Background: an optimization exercise with open tools, aiming at small area, a short achievable clock period and few clock cycles per item. Do not read the settings as production practice.
At most, simulation tests tie the RTL to the original design; equivalence was not proved.
Power is estimated from default activity; no workload was simulated.

P:
// riscv_base_divider
module riscv_base_divider (
    input           clk_i,
    input           rst_i,
    input           opcode_valid_i,
    input  [31:0]   opcode_opcode_i,
    input  [31:0]   opcode_pc_i,
    input           opcode_invalid_i,
    input  [4:0]    opcode_rd_idx_i,
    input  [4:0]    opcode_ra_idx_i,
    input  [4:0]    opcode_rb_idx_i,
    input  [31:0]   opcode_ra_operand_i,
    input  [31:0]   opcode_rb_operand_i,
    output          writeback_valid_o,
    output [31:0]   writeback_value_o
);
Size in the first run: roughly 1,200 cells after synthesis, ~120 flip-flops, roughly 180 I/O pins.
==> flow/config.mk <==
export PLATFORM = sky130hd
export DESIGN_NAME = riscv_base_divider
export DESIGN_NICKNAME = riscv_base_divider
export VERILOG_FILES = /design/flow/design.v
export SDC_FILE = /design/flow/constraint.sdc
export NUM_CORES = 4
export LEC_CHECK = 0
export CAP_MARGIN = 20
export CORE_MARGIN = 2
export CORE_UTILIZATION = 40
export SETUP_SLACK_MARGIN = 2.4
export SLEW_MARGIN = 20
==> flow/constraint.sdc <==
create_clock -name core_clock -period 6.0 [get_ports {clk_i}]
set_input_delay 1.2000 -clock core_clock [delete_from_list [all_inputs] [get_ports {clk_i}]]
set_output_delay 1.2000 -clock core_clock [all_outputs]
set_load 0.01 [all_outputs]
standard.sh (not shown) runs the stock make flow with config.mk's settings and CLKGATE_MAP_FILE= SYNTH_SCRIPT=/design/flow/synth_recipe.tcl, a recipe that flattens the netlist after the stock synthesis.
==> flow/flow/run.sh <==
#!/bin/bash
set -euo pipefail
export BUFFER_PORTS_ARGS="-buffer_cell sky130_fd_sc_hd__buf_1"
bash standard.sh > flow.log 2>&1
Testbench counts of P, summed over its fixed seeds: cycles 23,427, divs 3,200.
For Q, these inputs were changed with respect to P:
-- flow/design.v --
<<< P, line 31
    reg        an_q;       
    reg        sub_q;      
    reg        bzero_q;    
    function [5:0] sigbits;
        input [31:0] v;
        input        top;
        reg [31:0] y;
        reg [15:0] n1; reg [15:0] p1;
        reg [7:0]  n2; reg [15:0] p2;
>>> Q, line 31
    reg        an_q;       
    reg        sub_q;      
    function [5:0] sigbits;
        input [31:0] v;
        input        top;
        reg [31:0] y;
        reg [31:0] x;
        reg [15:0] n1; reg [15:0] p1;
        reg [7:0]  n2; reg [15:0] p2;
<<< P, line 43
        begin
            y = v ^ {top, v[31:1]};
            for (i = 0; i < 16; i = i + 1) begin
                n1[i] = y[2*i+1] | y[2*i];
                p1[i] = y[2*i+1];
            end
            for (i = 0; i < 8; i = i + 1) begin
>>> Q, line 43
        begin
            y = v ^ {top, v[31:1]};
            x = {y[30:0], 1'b1};
            for (i = 0; i < 16; i = i + 1) begin
                n1[i] = x[2*i+1] | x[2*i];
                p1[i] = x[2*i+1];
            end
            for (i = 0; i < 8; i = i + 1) begin
<<< P, line 59
                p4[4*i+:4] = n3[2*i+1] ? {1'b1, p3[3*(2*i+1)+:3]} : {1'b0, p3[3*(2*i)+:3]};
            end
            sigbits = {n4[1] | n4[0], n4[1] ? {1'b1, p4[7:4]} : {1'b0, p4[3:0]}};
        end
    endfunction
>>> Q, line 60
                p4[4*i+:4] = n3[2*i+1] ? {1'b1, p3[3*(2*i+1)+:3]} : {1'b0, p3[3*(2*i)+:3]};
            end
            sigbits = y[31] ? 6'd32 : {1'b0, n4[1] ? {1'b1, p4[7:4]} : {1'b0, p4[3:0]}};
        end
    endfunction
<<< P, line 99
    wire        tzero_w = &hp_w;
    wire        acc_w   = an_q ? (t_w[32] | tzero_w) : ~t_w[32];
    wire [5:0]  s_w      = cnt_q - mb_q;
    reg  [32:0] dsh_w;
    integer     j;
>>> Q, line 100
    wire        tzero_w = &hp_w;
    wire        acc_w   = an_q ? (t_w[32] | tzero_w) : ~t_w[32];
    wire [6:0]  s_w      = {1'b0, cnt_q} - {1'b0, mb_q} + {6'd0, an_q};
    reg  [32:0] dsh_w;
    integer     j;
<<< P, line 107
            if (s_w[j]) dsh_w = (dsh_w << (1 << j)) | ((33'd1 << (1 << j)) - 33'd1);
    end
    wire        negq_w   = is_div_q & ~sub_q & ~bzero_q;
    wire        presub_w = acc_w & ~(is_div_q & sub_q);
    wire        last_w   = (cnt_q == 6'd0);
    wire       early_w = (state_q == S_SETUP) & (cnt_q < mb_q);
    wire       idle_w  = (state_q == S_IDLE) | early_w;
    always @(posedge clk_i or posedge rst_i) begin
>>> Q, line 108
            if (s_w[j]) dsh_w = (dsh_w << (1 << j)) | ((33'd1 << (1 << j)) - 33'd1);
    end
    wire        bzero_q  = (mb_q == 6'd0) & (an_q ^ sub_q);
    wire        negq_w   = is_div_q & ~sub_q & ~bzero_q;
    wire        presub_w = acc_w & ~(is_div_q & sub_q);
    wire        last_w   = (cnt_q == 6'd0);
    wire       early_w = (state_q == S_SETUP) & s_w[6];
    wire       idle_w  = (state_q == S_IDLE) | early_w;
    always @(posedge clk_i or posedge rst_i) begin
<<< P, line 143
                an_q     <= an_in_w;
                sub_q    <= sub_in_w;
                bzero_q  <= (opcode_rb_operand_i == 32'd0);
                rem_q    <= {an_in_w, opcode_ra_operand_i};
                div_q    <= {bn_in_w, opcode_rb_operand_i} ^ ({33{sub_in_w}} | lowz_w);
                cnt_q    <= {1'b0, ma_in_w[4:0]} + {5'd0, ma_in_w[5]} + {5'd0, an_in_w};
                mb_q     <= {1'b0, mb_in_w[4:0]} + {5'd0, mb_in_w[5]};
            end
            {1'b0, S_SETUP}: begin
>>> Q, line 145
                an_q     <= an_in_w;
                sub_q    <= sub_in_w;
                rem_q    <= {an_in_w, opcode_ra_operand_i};
                div_q    <= {bn_in_w, opcode_rb_operand_i} ^ ({33{sub_in_w}} | lowz_w);
                cnt_q    <= ma_in_w;
                mb_q     <= mb_in_w;
            end
            {1'b0, S_SETUP}: begin
<<< P, line 154
                          bzero_q | (negq_w & acc_w) | (tzero_w & is_div_q & sub_q)};
                div_q <= dsh_w;
                cnt_q <= s_w;
            end
            default: begin
>>> Q, line 155
                          bzero_q | (negq_w & acc_w) | (tzero_w & is_div_q & sub_q)};
                div_q <= dsh_w;
                cnt_q <= s_w[5:0];
            end
            default: begin
## What came out
Of Q and P, it is Q that has the lower die area.
On total power consumption of the routed design, Q and P are neck and neck.
Comparing Q with P, the power in the clock group came out essentially unchanged.
Timing startpoint of the critical path = rem_q[8]: P; timing startpoint of the critical path = mb_q[0]: Q
Looking at end point of the critical path, the writeback_valid_o result is from Q; the rem_q[16] one comes from P.
Per the comparison of Q with P, non-clock buffer count increased by 11 relative to the old numbers, via count of the first global-routing pass lost 136.
Cmp Q vs P: number of inverters outside the clock class in the layout lower in Q
Row global-route usage: Q lower / P higher
NOTE via count P->Q decreased by a few percent
Per the comparison of Q with P, basic-gate share of the synthesized area counting and, or, nand and nor cells increased by 1.2 points relative to the old numbers; first-iteration detailed-routing DRC count lower.
The RTL of Q was laid out without a check of its function.

-- afterwards: timing with drivers on the ports --
In the flow no input, the clock included, has a driving cell. The finished layouts below were timed again as built, in two steps. Step 1, drivers: a clkbuf_16 drives clk_i and a buf_2 each remaining input, both assumed. Step 2 adds t to the input delays and takes it off the output delays; t is the mean of the earliest and latest rising clock arrival at the registers after step 1. Input paths then give back, and output paths get back, about the clock's delay inside the block. Three values: no drivers, after step 1, after step 2; two values: the first two.
| run | t (ns) | setup WS [ns] | hold slack, ns | worst setup path after step 2 |
|---|---|---|---|---|
| P | 0.468 | 2.424 / 2.424 / 2.026 | 0.449 / 0.449 / 0.449 | input to register |
| Q | 0.476 | 2.053 / 2.006 / 2.224 | 0.448 / 0.448 / 0.448 | input to register |
After both steps every run listed still meets setup and hold. The setup slack of P, which loses most, moves by 0.000 ns with the drivers and by -0.398 ns with both steps.
